This design comes from an exercise in tuning for small area and a short achievable clock period on the open sky130 flow, not from production work.

==> build 54: inputs <==
==> flow/design.v (excerpt) <==
module MAC(A,B,out,clk,reset);
  input [15:0] A,B;
  input clk,reset;
  output [35:0] out;
  reg [35:0] x;
  reg [35:0] y;
  wire [35:0] acc = out;
  wire [35:0] nx, ny;
  wire na0, nb0;
  INV uia0 (A[0], na0);
  INV uib0 (B[0], nb0);
  wire na1, nb1;
  INV uia1 (A[1], na1);
  INV uib1 (B[1], nb1);
  wire na2, nb2;
  INV uia2 (A[2], na2);
  INV uib2 (B[2], nb2);
  wire na3, nb3;
  INV uia3 (A[3], na3);
  INV uib3 (B[3], nb3);
  wire na4, nb4;
  INV uia4 (A[4], na4);
  INV uib4 (B[4], nb4);
  wire na5, nb5;
  INV uia5 (A[5], na5);
  INV uib5 (B[5], nb5);
  wire na6, nb6;
  INV uia6 (A[6], na6);
  INV uib6 (B[6], nb6);
  wire na7, nb7;
  INV uia7 (A[7], na7);
  INV uib7 (B[7], nb7);
  wire na8, nb8;
  INV uia8 (A[8], na8);
  INV uib8 (B[8], nb8);
  wire na9, nb9;
  INV uia9 (A[9], na9);
  INV uib9 (B[9], nb9);
  wire na10, nb10;
  INV uia10 (A[10], na10);
  INV uib10 (B[10], nb10);
  wire na11, nb11;
  INV uia11 (A[11], na11);
  INV uib11 (B[11], nb11);
  wire na12, nb12;
  INV uia12 (A[12], na12);
  INV uib12 (B[12], nb12);
  wire na13, nb13;
  INV uia13 (A[13], na13);
  INV uib13 (B[13], nb13);
  wire na14, nb14;
  INV uia14 (A[14], na14);
  INV uib14 (B[14], nb14);
  wire na15, nb15;
  INV uia15 (A[15], na15);
  INV uib15 (B[15], nb15);
  wire pp_0_0 = ~(na0 | nb0);
  wire pp_0_1 = ~(na0 | nb1);
  wire pp_0_2 = ~(na0 | nb2);
  wire pp_0_3 = ~(na0 | nb3);
  wire pp_0_4 = ~(na0 | nb4);
  wire pp_0_5 = ~(na0 | nb5);
  wire pp_0_6 = ~(na0 | nb6);
  wire pp_0_7 = ~(na0 | nb7);
  wire pp_0_8 = ~(na0 | nb8);
  wire pp_0_9 = ~(na0 | nb9);
  wire pp_0_10 = ~(na0 | nb10);
  wire pp_0_11 = ~(na0 | nb11);
  wire pp_0_12 = ~(na0 | nb12);
  wire pp_0_13 = ~(na0 | nb13);
  wire pp_0_14 = ~(na0 | nb14);
  wire pp_0_15 = ~(na0 | nb15);
  wire pp_1_0 = ~(na1 | nb0);
  wire pp_1_1 = ~(na1 | nb1);
  wire pp_1_2 = ~(na1 | nb2);
  ...
clock: 18.0 ns
lec_check: 0
cap_margin: 20
core_margin: 2
core_utilization: 40
slew_margin: 20
synth_hierarchical: 1
standard.sh (not shown) runs the stock make flow with config.mk's settings and CLKGATE_MAP_FILE= SYNTH_SCRIPT=/design/flow/synth_recipe.tcl, a recipe that flattens the netlist after the stock synthesis.
==> flow/flow/run.sh <==
#!/bin/bash
# Standard ORFS layout (the standard.sh, standard synthesis unchanged) with two layout
# choices: port buffers of a given strength, and repair_timing aiming for extra setup slack
# so that the layout is optimised beyond the 18 ns constraint (the SDC is not changed).
set -euo pipefail
HERE=$(cd "$(dirname "$0")" && pwd)
source "$HERE/knobs.sh"
bash standard.sh BUFFER_PORTS_ARGS="-buffer_cell $PORT_BUF" SETUP_SLACK_MARGIN=$MARGIN finish > make_flow.log 2>&1
==> flow/flow/knobs.sh <==
PORT_BUF=sky130_fd_sc_hd__buf_4
MARGIN=0
==> inputs of trial 77, as changes to build 54 <==
==> flow/flow/run.sh (replaced) <==
#!/bin/bash
# The standard layout (standard.sh: standard synthesis and ORFS flow, SDC unchanged),
# with a hook after repair_design that sizes the port buffers and the operand inverters
# (hooks.tcl); knobs.sh holds the cell choices. make's output goes to make_flow.log, each
# ORFS step's log to orfs/logs/.
set -euo pipefail
HERE=$(cd "$(dirname "$0")" && pwd)
source "$HERE/knobs.sh"
export PORT_BUF_IN PORT_BUF_OUT OPND_INV
bash standard.sh BUFFER_PORTS_ARGS="-buffer_cell $PORT_BUF_IN" POST_RESIZE_TCL="$HERE/hooks.tcl" SETUP_SLACK_MARGIN=$MARGIN finish > make_flow.log 2>&1
==> flow/flow/hooks.tcl (new file) <==
# Sourced by ORFS after repair_design in the resize step (POST_RESIZE_TCL).
# Port buffers: inputs get $::env(PORT_BUF_IN), outputs $::env(PORT_BUF_OUT).
# Inverters fed by an input buffer (the operand inverters of the NOR partial
# products, each driving 16 gates) get $::env(OPND_INV).
set block [ord::get_db_block]
set n_in 0; set n_out 0; set n_inv 0
foreach bterm [$block getBTerms] {
  set net [$bterm getNet]
  if {$net eq "NULL"} continue
  set name [$bterm getName]
  if {$name eq "clk"} continue
  if {[$bterm getIoType] eq "INPUT"} {
    foreach it [$net getITerms] {
      set inst [$it getInst]
      set m [[$inst getMaster] getName]
      if {![string match "sky130_fd_sc_hd__*buf*" $m]} continue
      if {$m ne $::env(PORT_BUF_IN)} { replace_cell [get_cells [$inst getName]] [get_lib_cells $::env(PORT_BUF_IN)] }
      incr n_in
      foreach ot [$inst getITerms] {
        if {![$ot isOutputSignal]} continue
        set onet [$ot getNet]
        if {$onet eq "NULL"} continue
        foreach lt [$onet getITerms] {
          set li [$lt getInst]
          set lm [[$li getMaster] getName]
          if {[string match "sky130_fd_sc_hd__inv_*" $lm] && [$lt isInputSignal] && $::env(OPND_INV) ne ""} {
            replace_cell [get_cells [$li getName]] [get_lib_cells $::env(OPND_INV)]
            incr n_inv
          }
        }
      }
    }
  } else {
    foreach it [$net getITerms] {
      if {![$it isOutputSignal]} continue
      set inst [$it getInst]
      set m [[$inst getMaster] getName]
      if {![string match "sky130_fd_sc_hd__*buf*" $m]} continue
      if {$m ne $::env(PORT_BUF_OUT)} { replace_cell [get_cells [$inst getName]] [get_lib_cells $::env(PORT_BUF_OUT)] }
      incr n_out
    }
  }
}
puts "hooks: $n_in input buffers, $n_out output buffers, $n_inv operand inverters resized"
==> flow/flow/knobs.sh (replaced) <==
PORT_BUF_IN=sky130_fd_sc_hd__buf_1
PORT_BUF_OUT=sky130_fd_sc_hd__buf_2
OPND_INV=sky130_fd_sc_hd__inv_4
MARGIN=0
- CTS_BUF_LIST: default -> sky130_fd_sc_hd__clkbuf_8
==> inputs of build 76, as changes to build 54 <==
==> flow/flow/run.sh (replaced) <==
#!/bin/bash
# The standard layout (standard.sh: standard synthesis and ORFS flow, SDC unchanged),
# with a hook after repair_design that sizes the port buffers and the operand inverters
# (hooks.tcl); knobs.sh holds the cell choices. make's output goes to make_flow.log, each
# ORFS step's log to orfs/logs/.
set -euo pipefail
HERE=$(cd "$(dirname "$0")" && pwd)
source "$HERE/knobs.sh"
export PORT_BUF_IN PORT_BUF_OUT OPND_INV
bash standard.sh BUFFER_PORTS_ARGS="-buffer_cell $PORT_BUF_IN" POST_RESIZE_TCL="$HERE/hooks.tcl" SETUP_SLACK_MARGIN=$MARGIN finish > make_flow.log 2>&1
==> flow/flow/hooks.tcl (new file) <==
# Sourced by ORFS after repair_design in the resize step (POST_RESIZE_TCL).
# Port buffers: inputs get $::env(PORT_BUF_IN), outputs $::env(PORT_BUF_OUT).
# Inverters fed by an input buffer (the operand inverters of the NOR partial
# products, each driving 16 gates) get $::env(OPND_INV).
set block [ord::get_db_block]
set n_in 0; set n_out 0; set n_inv 0
foreach bterm [$block getBTerms] {
  set net [$bterm getNet]
  if {$net eq "NULL"} continue
  set name [$bterm getName]
  if {$name eq "clk"} continue
  if {[$bterm getIoType] eq "INPUT"} {
    foreach it [$net getITerms] {
      set inst [$it getInst]
      set m [[$inst getMaster] getName]
      if {![string match "sky130_fd_sc_hd__*buf*" $m]} continue
      if {$m ne $::env(PORT_BUF_IN)} { replace_cell [get_cells [$inst getName]] [get_lib_cells $::env(PORT_BUF_IN)] }
      incr n_in
      foreach ot [$inst getITerms] {
        if {![$ot isOutputSignal]} continue
        set onet [$ot getNet]
        if {$onet eq "NULL"} continue
        foreach lt [$onet getITerms] {
          set li [$lt getInst]
          set lm [[$li getMaster] getName]
          if {[string match "sky130_fd_sc_hd__inv_*" $lm] && [$lt isInputSignal] && $::env(OPND_INV) ne ""} {
            replace_cell [get_cells [$li getName]] [get_lib_cells $::env(OPND_INV)]
            incr n_inv
          }
        }
      }
    }
  } else {
    foreach it [$net getITerms] {
      if {![$it isOutputSignal]} continue
      set inst [$it getInst]
      set m [[$inst getMaster] getName]
      if {![string match "sky130_fd_sc_hd__*buf*" $m]} continue
      if {$m ne $::env(PORT_BUF_OUT)} { replace_cell [get_cells [$inst getName]] [get_lib_cells $::env(PORT_BUF_OUT)] }
      incr n_out
    }
  }
}
puts "hooks: $n_in input buffers, $n_out output buffers, $n_inv operand inverters resized"
==> flow/flow/knobs.sh (replaced) <==
PORT_BUF_IN=sky130_fd_sc_hd__buf_1
PORT_BUF_OUT=sky130_fd_sc_hd__buf_2
OPND_INV=sky130_fd_sc_hd__inv_4
MARGIN=0
==> inputs of build 47, as changes to build 54 <==
==> flow/flow/run.sh (replaced) <==
#!/bin/bash
# The standard layout (standard.sh: standard synthesis and ORFS flow, SDC unchanged),
# with a hook after repair_design that sizes the port buffers and the operand inverters
# (hooks.tcl); knobs.sh holds the cell choices. make's output goes to make_flow.log, each
# ORFS step's log to orfs/logs/.
set -euo pipefail
HERE=$(cd "$(dirname "$0")" && pwd)
source "$HERE/knobs.sh"
export PORT_BUF_IN PORT_BUF_OUT OPND_INV
bash standard.sh POST_RESIZE_TCL="$HERE/hooks.tcl" SETUP_SLACK_MARGIN=$MARGIN finish > make_flow.log 2>&1
==> flow/flow/hooks.tcl (new file) <==
# Sourced by ORFS after repair_design in the resize step (POST_RESIZE_TCL).
# Port buffers: inputs get $::env(PORT_BUF_IN), outputs $::env(PORT_BUF_OUT).
# Inverters fed by an input buffer (the operand inverters of the NOR partial
# products, each driving 16 gates) get $::env(OPND_INV).
set block [ord::get_db_block]
set n_in 0; set n_out 0; set n_inv 0
foreach bterm [$block getBTerms] {
  set net [$bterm getNet]
  if {$net eq "NULL"} continue
  set name [$bterm getName]
  if {$name eq "clk"} continue
  if {[$bterm getIoType] eq "INPUT"} {
    foreach it [$net getITerms] {
      set inst [$it getInst]
      set m [[$inst getMaster] getName]
      if {![string match "sky130_fd_sc_hd__buf_*" $m]} continue
      if {$m ne $::env(PORT_BUF_IN)} { replace_cell [get_cells [$inst getName]] [get_lib_cells $::env(PORT_BUF_IN)] }
      incr n_in
      foreach ot [$inst getITerms] {
        if {![$ot isOutputSignal]} continue
        set onet [$ot getNet]
        if {$onet eq "NULL"} continue
        foreach lt [$onet getITerms] {
          set li [$lt getInst]
          set lm [[$li getMaster] getName]
          if {[string match "sky130_fd_sc_hd__inv_*" $lm] && [$lt isInputSignal] && $::env(OPND_INV) ne ""} {
            replace_cell [get_cells [$li getName]] [get_lib_cells $::env(OPND_INV)]
            incr n_inv
          }
        }
      }
    }
  } else {
    foreach it [$net getITerms] {
      if {![$it isOutputSignal]} continue
      set inst [$it getInst]
      set m [[$inst getMaster] getName]
      if {![string match "sky130_fd_sc_hd__buf_*" $m]} continue
      if {$m ne $::env(PORT_BUF_OUT)} { replace_cell [get_cells [$inst getName]] [get_lib_cells $::env(PORT_BUF_OUT)] }
      incr n_out
    }
  }
}
puts "hooks: $n_in input buffers, $n_out output buffers, $n_inv operand inverters resized"
==> flow/flow/knobs.sh (replaced) <==
PORT_BUF_IN=sky130_fd_sc_hd__buf_1
PORT_BUF_OUT=sky130_fd_sc_hd__buf_2
OPND_INV=sky130_fd_sc_hd__inv_4
MARGIN=0
==> results.txt <==
| quantity | trial 77 | build 47 | build 76 | build 54 |
|---|---|---|---|---|
| Result of the run | finished clean | finished clean | finished clean | finished clean |
| Global-route track usage on met3 | 0.0410 | 0.0496 | 0.0377 | 0.0402 |
| Length of routed met2 wiring | 12400 um | 12100 um | 12200 um | 12400 um |
| Arrival time at the worst endpoint | 3580 ps | 3910 ps | 3490 ps | 3510 ps |
| First-pass GRT wire length | 40700 um | 40100 um | 40600 um | 40900 um |
| Post-route cell area | 10100 um2 | 10600 um2 | 10200 um2 | 10400 um2 |
| P&R area growth vs syn | 7.89% | 12.5% | 8.97% | 10.6% |
| Slew HR | 0.383 | 0.403 | 0.391 | 0.399 |
| Seq area share | 0.168 | 0.161 | 0.166 | 0.164 |
| FF-to-FF End | y[16]$_DFF_PP0_ | y[17]$_DFF_PP0_ | y[16]$_DFF_PP0_ | y[16]$_DFF_PP0_ |
| Hold WS | 461 ps | 466 ps | 455 ps | 468 ps |
| Final clock skew | 15.1 ps | 7.20 ps | 11.6 ps | 6.06 ps |
No run of this note included a check of the RTL's function; only the layout flow was run.

========
==> lagoon <==
Another version of the RTL of MAC (not shown whole).
Settings: LEC_CHECK=0, CAP_MARGIN=20, CORE_MARGIN=2, CORE_UTILIZATION=60, PLACE_DENSITY=0.8, SLEW_MARGIN=20, SYNTH_HIERARCHICAL=1; clock period 18.0 ns.
==> flow/flow/run.sh <==
#!/bin/bash
# The standard layout (standard.sh: standard synthesis and ORFS flow, SDC unchanged),
# with a hook after repair_design that sizes the port buffers and the operand inverters
# (hooks.tcl); knobs.sh holds the cell choices. make's output goes to make_flow.log, each
# ORFS step's log to orfs/logs/.
set -euo pipefail
HERE=$(cd "$(dirname "$0")" && pwd)
source "$HERE/knobs.sh"
export PORT_BUF_IN PORT_BUF_OUT OPND_INV DOWNSIZE HOOK_MARGIN
EXTRA=()
if [[ -n "${CTS_ARGS_K:-}" ]]; then EXTRA+=("CTS_ARGS=$CTS_ARGS_K"); fi
bash standard.sh BUFFER_PORTS_ARGS="-buffer_cell $PORT_BUF_IN" POST_RESIZE_TCL="$HERE/hooks.tcl" SETUP_SLACK_MARGIN=$MARGIN ${EXTRA[@]+"${EXTRA[@]}"} finish > make_flow.log 2>&1
==> flow/flow/knobs.sh <==
PORT_BUF_IN=sky130_fd_sc_hd__buf_1
PORT_BUF_OUT=sky130_fd_sc_hd__buf_2
OPND_INV=sky130_fd_sc_hd__inv_4
MARGIN=0
DOWNSIZE=0
HOOK_MARGIN=0
CTS_ARGS_K="-sink_clustering_enable -repair_clock_nets -dont_use_dummy_load -buf_list sky130_fd_sc_hd__clkbuf_8"
Other scripts of this flow, unchanged in this note and not shown: flow/flow/hooks.tcl
==> umber (differences from lagoon) <==
--- a/flow/design.v
+++ b/flow/design.v
@@ -1473,4 +1473,9 @@
   assign co = (a & b) | (a & c) | (b & c);
 endmodule
+module INV(a, y);
+  input a;
+  output y;
+  assign y = ~a;
+endmodule
 module AOI21(a1, a2, b1, y);
   input a1, a2, b1;
@@ -1503,9 +1508,4 @@
   assign y = ~(a ^ b);
 endmodule
-module INV(a, y);
-  input a;
-  output y;
-  assign y = ~a;
-endmodule
 module HA(a, b, s, co);
   input a, b;
--- a/flow/flow/run.sh
+++ b/flow/flow/run.sh
@@ -8,5 +8,3 @@
 source "$HERE/knobs.sh"
 export PORT_BUF_IN PORT_BUF_OUT OPND_INV DOWNSIZE HOOK_MARGIN
-EXTRA=()
-if [[ -n "${CTS_ARGS_K:-}" ]]; then EXTRA+=("CTS_ARGS=$CTS_ARGS_K"); fi
-bash standard.sh BUFFER_PORTS_ARGS="-buffer_cell $PORT_BUF_IN" POST_RESIZE_TCL="$HERE/hooks.tcl" SETUP_SLACK_MARGIN=$MARGIN ${EXTRA[@]+"${EXTRA[@]}"} finish > make_flow.log 2>&1
+bash standard.sh BUFFER_PORTS_ARGS="-buffer_cell $PORT_BUF_IN" POST_RESIZE_TCL="$HERE/hooks.tcl" SETUP_SLACK_MARGIN=$MARGIN finish > make_flow.log 2>&1
==> flow/flow/knobs.sh (replaced) <==
PORT_BUF_IN=sky130_fd_sc_hd__buf_1
PORT_BUF_OUT=sky130_fd_sc_hd__buf_2
OPND_INV=sky130_fd_sc_hd__inv_4
MARGIN=0
DOWNSIZE=0
HOOK_MARGIN=0
--- a/flow/config.mk
+++ b/flow/config.mk
@@ -8,6 +8,5 @@
 export CAP_MARGIN = 20
 export CORE_MARGIN = 2
-export CORE_UTILIZATION = 60
-export PLACE_DENSITY = 0.8
+export CORE_UTILIZATION = 40
 export SLEW_MARGIN = 20
 export SYNTH_HIERARCHICAL = 1
==> violet (differences from lagoon) <==
==> flow/flow/knobs.sh (replaced) <==
PORT_BUF_IN=sky130_fd_sc_hd__buf_1
PORT_BUF_OUT=sky130_fd_sc_hd__buf_2
OPND_INV=sky130_fd_sc_hd__inv_4
MARGIN=0
DOWNSIZE=1
HOOK_MARGIN=0
CTS_ARGS_K="-sink_clustering_enable -repair_clock_nets -dont_use_dummy_load -buf_list sky130_fd_sc_hd__clkbuf_8"
==> qor summary <==
| quantity | violet | umber | lagoon |
|---|---|---|---|
| Outcome | timing/DRC/antenna clean | timing/DRC/antenna clean | timing/DRC/antenna clean |
| Final core utilization | 58.8% | 41.3% | 60.4% |
| Maximum clock skew at final layout | 20.6 ps | 13.5 ps | 29.8 ps |
| Detailed Place HPWL | 19700 µm | 20800 µm | 20100 µm |
| Period minus WS final | 6650 ps | 6620 ps | 6650 ps |
| Wire length of the first global-routing pass | 40300 µm | 42400 µm | 40900 µm |
| Overall die area | 18200 µm² | 27000 µm² | 18200 µm² |
| Overall routing resource usage | 29.5% | 21.0% | 30.1% |
| Fraction of the cycle the final worst path needs | 37.0% | 36.8% | 36.9% |
| Post-Place Worst Slack | 11010 ps | 11040 ps | 11020 ps |
| Actual transition at the worst max-transition pin | 629 ps | 778 ps | 788 ps |
| Post-CTS clock slew at the launch and capture registers of the worst setup and hold paths | 80 ps | 60 ps | 80 ps |
| Cell count after placement | 1159 | 1270 | 1159 |
| Final cell count without fillers | 1169 | 1285 | 1168 |
| Highest achievable clock rate | 150 MHz | 151 MHz | 150 MHz |
| Routed wire per std cell | 21.4 µm | 20.5 µm | 21.7 µm |
| Multi-input gate area | 7270 µm² | 7570 µm² | 7570 µm² |
| Total via count in the routed design | 6929 | 6691 | 6988 |
No run of this note included a check of the RTL's function; only the layout flow was run.

-- what the ideal ports hide --
Ports are ideal in the flow. The routed layouts listed here were re-timed in OpenROAD. Step 1, drivers: a clkbuf_16 drives clk and a buf_2 each remaining input, both assumed. Step 2, shift: input delay + t, output delay - t, t = (earliest + latest rising clock arrival at the registers) / 2. This alone moves slack from input paths to output paths. Three values: ideal ports, drivers, drivers and shift; two values: the first two.
run | t, ns | setup slack, ns | hold slack, ns | worst register clock-pin slew, ns | worst data-port slew with drivers (ns)
build 54 | 0.395 | 10.894 / 10.848 / 10.546 | 0.468 / 0.468 / 0.468 | 0.06 / 0.06 | 0.04
trial 77 | 0.414 | 10.822 / 10.781 / 11.019 | 0.461 / 0.461 / 0.461 | 0.09 / 0.09 | 0.03
build 76 | 0.393 | 10.905 / 10.858 / 11.017 | 0.455 / 0.455 / 0.455 | 0.07 / 0.07 | 0.03
build 47 | 0.393 | 10.492 / 10.444 / 10.310 | 0.466 / 0.466 / 0.466 | 0.06 / 0.06 | 0.04
lagoon | 0.385 | 11.352 / 11.367 / 10.982 | 0.455 / 0.455 / 0.455 | 0.08 / 0.08 | 0.04
umber | 0.382 | 11.385 / 11.412 / 11.030 | 0.458 / 0.458 / 0.458 | 0.06 / 0.06 | 0.03
violet | 0.385 | 11.347 / 11.360 / 10.976 | 0.462 / 0.462 / 0.462 | 0.08 / 0.08 | 0.04
After both steps setup and hold are still met in every run listed. The setup slack of violet, which loses most, moves by +0.013 ns with the drivers and by -0.371 ns with both steps.
